Background: an optimization exercise with open tools, aiming at small area. Do not read the settings as production practice. At most, simulation tests tie the RTL to the original design; equivalence was not proved.

==> job 102 <==
==> flow/design.v <==
`timescale 1ns/1ps
module reg_file(
    input clk,
    input [31:1] we,
    input [3:0] wdata,
    input [4:0] ra,
    input [4:0] rb,
    output [3:0] qa,
    output [3:0] qb
);
    wire [4*32-1:0] heads;
    assign heads[3:0] = 4'd0;
    genvar g;
    generate
        for (g = 1; g < 32; g = g + 1) begin : R
            reg [31:0] s;
            always @(posedge clk)
                s <= {we[g] ? wdata : s[3:0], s[31:4]};
            assign heads[g*4 +: 4] = s[3:0];
        end
    endgenerate
    reg [3:0] qa_r, qb_r;
    integer i;
    always @(*) begin
        qa_r = 4'd0;
        qb_r = 4'd0;
        for (i = 1; i < 32; i = i + 1) begin
            qa_r = qa_r | (heads[i*4 +: 4] & {4{ra == i}});
            qb_r = qb_r | (heads[i*4 +: 4] & {4{rb == i}});
        end
    end
    assign qa = qa_r;
    assign qb = qb_r;
endmodule
`timescale 1ns/1ps
module cpu_top(
    input clk,
    input rst,
    output [31:0] imem_addr,
    input  [31:0] imem_rdata,
    output [31:0] dmem_addr,
    output [31:0] dmem_wdata,
    output        dmem_we,
    input  [31:0] dmem_rdata
);
    reg [2:0] ph;         
    reg init;             
    reg r2;               
    reg st_pend;          
    reg c;                
    reg eq;               
    reg [31:2] pc;
    reg [31:0] adr;       
    reg [31:0] wd;        
    assign imem_addr  = {pc, 2'b00};
    assign dmem_addr  = adr;
    assign dmem_wdata = wd;
    assign dmem_we    = st_pend;
    wire [31:0] ins = imem_rdata;
    wire [5:0] op  = ins[31:26];
    wire [4:0] rs  = ins[25:21];
    wire [4:0] rt  = ins[20:16];
    wire [4:0] rd  = ins[15:11];
    wire [5:0] fn  = ins[5:0];
    wire is_r    = op == 6'd0;
    wire is_lw   = op == 6'd35;
    wire is_sw   = op == 6'd43;
    wire is_beq  = op == 6'd4;
    wire is_addi = op == 6'd8;
    wire f_sub = fn == 6'h22;
    wire f_and = fn == 6'h24;
    wire f_or  = fn == 6'h25;
    wire f_xor = fn == 6'h26;
    wire f_slt = fn == 6'h2A;
    wire ph0  = ph == 3'd0;
    wire last = ph == 3'd7;
    wire [3:0] qa, qb;
    reg  [3:0] wnib;
    wire wen;
    wire [4:0] wa = is_r ? rd : rt;
    wire [31:1] we;
    wire [3:0] we_hi;
    wire [7:0] we_lo;
    genvar g;
    generate
        for (g = 0; g < 4; g = g + 1) begin : WH
            assign we_hi[g] = init | (wen & (wa[4:3] == g));
        end
        for (g = 0; g < 8; g = g + 1) begin : WL
            assign we_lo[g] = init | (wa[2:0] == g);
        end
        for (g = 1; g < 32; g = g + 1) begin : WE
            assign we[g] = we_hi[g >> 3] & we_lo[g & 7];
        end
    endgenerate
    reg_file rf(.clk(clk), .we(we), .wdata(wnib), .ra(rs), .rb(rt), .qa(qa), .qb(qb));
    wire [31:0] simm = {{16{ins[15]}}, ins[15:0]};
    wire [31:0] bimm = {simm[29:0], 2'b00};
    wire [31:0] pcw  = {pc, 2'b00};
    wire [3:0] imm_nib  = simm[ph*4 +: 4];
    wire [3:0] bimm_nib = bimm[ph*4 +: 4];
    wire [3:0] pc_nib   = pcw[ph*4 +: 4];
    wire tgt     = r2 & is_beq;                  
    wire use_imm = is_addi | is_lw | is_sw;
    wire do_sub  = is_r & (f_sub | f_slt);
    wire [3:0] a  = tgt ? (ph0 ? {pc[3:2], 2'b11} : pc_nib) : qa;
    wire [3:0] b0 = tgt ? bimm_nib : (use_imm ? imm_nib : qb);
    wire [3:0] b  = do_sub ? ~b0 : b0;
    wire cin = ph0 ? (do_sub | tgt) : c;
    wire [4:0] sum = {1'b0, a} + {1'b0, b} + {4'd0, cin};
    wire [3:0] x = a ^ b0;
    reg [3:0] res;
    always @(*) begin
        if (is_r & f_and)      res = a & b0;
        else if (is_r & f_or)  res = a | b0;
        else if (is_r & f_xor) res = x;
        else                   res = sum[3:0];
    end
    wire eq_now = (ph0 | eq) & (x == 4'd0);
    wire need_r2 = (is_r & f_slt) | is_lw | is_beq;
    assign wen = ~init & (r2 ? ((is_r & f_slt) | is_lw)
                             : ((is_r & ~f_slt) | is_addi));
    always @(*) begin
        if (init)       wnib = 4'd0;
        else if (!r2)   wnib = res;
        else if (is_lw) wnib = ph0 ? dmem_rdata[3:0] : adr[3:0];
        else            wnib = {3'd0, ph0 & ~c};
    end
    wire cap = r2 & is_lw & ph0;
    wire pc_en = last & ~init & (r2 | ~need_r2);
    wire [31:0] tnext = {res, adr[31:4]};
    always @(posedge clk) begin
        c   <= sum[4];
        if (!r2) eq <= eq_now;
        adr <= {res, cap ? dmem_rdata[31:4] : adr[31:4]};
        wd  <= {qb, wd[31:4]};
    end
    always @(posedge clk or posedge rst) begin
        if (rst) begin
            ph <= 3'd0; init <= 1'b1; r2 <= 1'b0; st_pend <= 1'b0; pc <= 30'd0;
        end else begin
            ph <= ph + 3'd1;
            st_pend <= ~init & ~r2 & is_sw & last;
            if (pc_en & tgt & eq)
                pc <= tnext[31:2];
            else
                pc <= pc + {29'd0, pc_en};
            if (last) begin
                init <= 1'b0;
                if (!init)
                    r2 <= ~r2 & need_r2;
            end
        end
    end
endmodule
==> flow/flow/run.sh <==
#!/bin/bash
# The standard ORFS flow with three changes to how the layout is made:
#  - synthesis maps the logic with an area-oriented ABC script (flow/area.abc) and
#    leaves adders to ABC instead of mapping them to adder cells first; everything
#    else in synthesis, flip-flop mapping included, is the standard one;
#  - port buffers are buf_1;
#  - the clock tree is built from clkbuf_4 with small clusters and no dummy loads.
# Each step's full output goes to a log of its own in this folder.
set -euo pipefail
W=$(pwd)
cat > "$W/area_synth.tcl" <<EOT
# The standard flow's synthesis script, with ABC's mapping script replaced by flow/area.abc
proc abc {args} {
  set out {}
  set skip 0
  foreach a \$args {
    if {\$skip} { set skip 0; continue }
    if {\$a eq "-script" || \$a eq "-D"} { set skip 1; continue }
    lappend out \$a
  }
  yosys abc -script $W/flow/area.abc {*}\$out
}
source $W/synth_recipe.tcl
EOT
bash standard.sh "SYNTH_SCRIPT=$W/area_synth.tcl" "ADDER_MAP_FILE=" synth > synth.log 2>&1
bash standard.sh \
  "SYNTH_SCRIPT=$W/area_synth.tcl" "ADDER_MAP_FILE=" \
  "BUFFER_PORTS_ARGS=-buffer_cell sky130_fd_sc_hd__buf_1" \
  "CTS_ARGS=-sink_clustering_enable -repair_clock_nets -dont_use_dummy_load -buf_list sky130_fd_sc_hd__clkbuf_4 -sink_clustering_size 8 -sink_clustering_max_diameter 32" \
  finish > layout.log 2>&1
==> flow/flow/area.abc <==
strash
&get -n
&st
&syn2
&dch -f
&nf -R 1000
&put
strash
&get -n
&st
&syn2
&dch -f
&nf -R 1000
&put
==> flow/standard.sh <==
#!/bin/bash
# synth_recipe.tcl (not shown) runs the flow's synth.tcl, then flattens the netlist and writes it again
# the make line also repeats each setting of config.mk as NAME=value (left out here)
make -C /OpenROAD-flow-scripts/flow DESIGN_CONFIG=/design/flow/config.mk WORK_HOME=/design/flow/orfs CLKGATE_MAP_FILE= SYNTH_SCRIPT=/design/flow/synth_recipe.tcl "${@:-finish}"
==> flow/config.mk <==
export PLATFORM = sky130hd
export DESIGN_NAME = cpu_top
export DESIGN_NICKNAME = cpu_top
export VERILOG_FILES = /design/flow/design.v
export SDC_FILE = /design/flow/constraint.sdc
export NUM_CORES = 4
export LEC_CHECK = 0
export CAP_MARGIN = 20
export CORE_MARGIN = 2
export CORE_UTILIZATION = 72
export SLEW_MARGIN = 20
==> flow/constraint.sdc <==
create_clock -name core_clock -period 7.0 [get_ports {clk}]
set_input_delay 1.4000 -clock core_clock [delete_from_list [all_inputs] [get_ports {clk}]]
set_output_delay 1.4000 -clock core_clock [all_outputs]
set_load 0.01 [all_outputs]
==> job 6853 (differences from job 102) <==
--- a/flow/design.v
+++ b/flow/design.v
@@ -19,18 +19,8 @@
             assign heads[g*4 +: 4] = s[3:0];
         end
     endgenerate
-    reg [3:0] qa_r, qb_r;
-    integer i;
-    always @(*) begin
-        qa_r = 4'd0;
-        qb_r = 4'd0;
-        for (i = 1; i < 32; i = i + 1) begin
-            qa_r = qa_r | (heads[i*4 +: 4] & {4{ra == i}});
-            qb_r = qb_r | (heads[i*4 +: 4] & {4{rb == i}});
-        end
-    end
-    assign qa = qa_r;
-    assign qb = qb_r;
+    assign qa = heads[ra*4 +: 4];
+    assign qb = heads[rb*4 +: 4];
 endmodule
 `timescale 1ns/1ps
 module cpu_top(
@@ -79,18 +69,10 @@
     wire wen;
     wire [4:0] wa = is_r ? rd : rt;
     wire [31:1] we;
-    wire [3:0] we_hi;
-    wire [7:0] we_lo;
     genvar g;
     generate
-        for (g = 0; g < 4; g = g + 1) begin : WH
-            assign we_hi[g] = init | (wen & (wa[4:3] == g));
-        end
-        for (g = 0; g < 8; g = g + 1) begin : WL
-            assign we_lo[g] = init | (wa[2:0] == g);
-        end
         for (g = 1; g < 32; g = g + 1) begin : WE
-            assign we[g] = we_hi[g >> 3] & we_lo[g & 7];
+            assign we[g] = init | (wen & (wa == g));
         end
     endgenerate
     reg_file rf(.clk(clk), .we(we), .wdata(wnib), .ra(rs), .rb(rt), .qa(qa), .qb(qb));
@@ -117,7 +99,8 @@
         else                   res = sum[3:0];
     end
     wire eq_now = (ph0 | eq) & (x == 4'd0);
-    wire need_r2 = (is_r & f_slt) | is_lw | is_beq;
+    wire taken  = is_beq & eq_now;
+    wire need_r2 = (is_r & f_slt) | is_lw | taken;
     assign wen = ~init & (r2 ? ((is_r & f_slt) | is_lw)
                              : ((is_r & ~f_slt) | is_addi));
     always @(*) begin
@@ -127,11 +110,10 @@
         else            wnib = {3'd0, ph0 & ~c};
     end
     wire cap = r2 & is_lw & ph0;
-    wire pc_en = last & ~init & (r2 | ~need_r2);
     wire [31:0] tnext = {res, adr[31:4]};
     always @(posedge clk) begin
         c   <= sum[4];
-        if (!r2) eq <= eq_now;
+        eq  <= eq_now;
         adr <= {res, cap ? dmem_rdata[31:4] : adr[31:4]};
         wd  <= {qb, wd[31:4]};
     end
@@ -141,14 +123,13 @@
         end else begin
             ph <= ph + 3'd1;
             st_pend <= ~init & ~r2 & is_sw & last;
-            if (pc_en & tgt & eq)
-                pc <= tnext[31:2];
-            else
-                pc <= pc + {29'd0, pc_en};
             if (last) begin
                 init <= 1'b0;
-                if (!init)
+                if (!init) begin
                     r2 <= ~r2 & need_r2;
+                    if (r2 | ~need_r2)
+                        pc <= tgt ? tnext[31:2] : pc + 30'd1;
+                end
             end
         end
     end
==> flow/run.sh (new file) <==
#!/bin/bash
# synth_recipe.tcl (not shown) runs the flow's synth.tcl, then flattens the netlist and writes it again
# the make line also repeats each setting of config.mk as NAME=value (left out here)
make -C /OpenROAD-flow-scripts/flow DESIGN_CONFIG=/design/flow/config.mk WORK_HOME=/design/flow/orfs CLKGATE_MAP_FILE= SYNTH_SCRIPT=/design/flow/synth_recipe.tcl finish
Settings changed: CORE_UTILIZATION 72 to 40.
removed: flow/flow/run.sh
removed: flow/flow/area.abc
removed: flow/standard.sh
==> summary of the runs <==
Against job 6853, the die area of job 102 is lower by about 50%. Flip-flop and latch count is the same in job 102 and job 6853. In job 6853 the synthesized area is larger than in job 102, by about 9%. In job 6853 the final cell count is larger than in job 102, by about 17%. Sequential share of layout area: job 6853 is lower than job 102 (12 points). Of job 102 and job 6853, job 102 has the higher clock skew (gap 0.086 ns).
No functional check of the RTL was part of job 102.

==> separate check: timing with driven ports <==
In the flow no input, the clock included, has a driving cell. The finished layouts below were timed again as built, in two steps. Step 1, drivers: a clkbuf_16 drives clk and a buf_2 each remaining input, both assumed. Step 2 also shifts input and output timing later by t, the mid clock arrival at the registers, as if the neighbouring blocks saw the same clock. Three values: ideal, step 1, step 2; two values: the first two.
run | t (ns) | setup WS [ns] | hold slack, ns | latest minus earliest clock arrival (ns) | worst data-port slew with drivers (ns)
job 102 | 0.895 | 0.955 / 0.933 / 0.038 | 0.276 / 0.276 / 0.276 | 0.122 / 0.122 | 0.07
job 6853 | 0.701 | 1.207 / 1.240 / 0.539 | 0.308 / 0.308 / 0.308 | 0.030 / 0.030 | 0.10
After both steps every run listed still meets setup and hold. For job 102, which loses most, drivers alone change the setup slack by -0.022 ns; drivers and shift together by -0.917 ns.
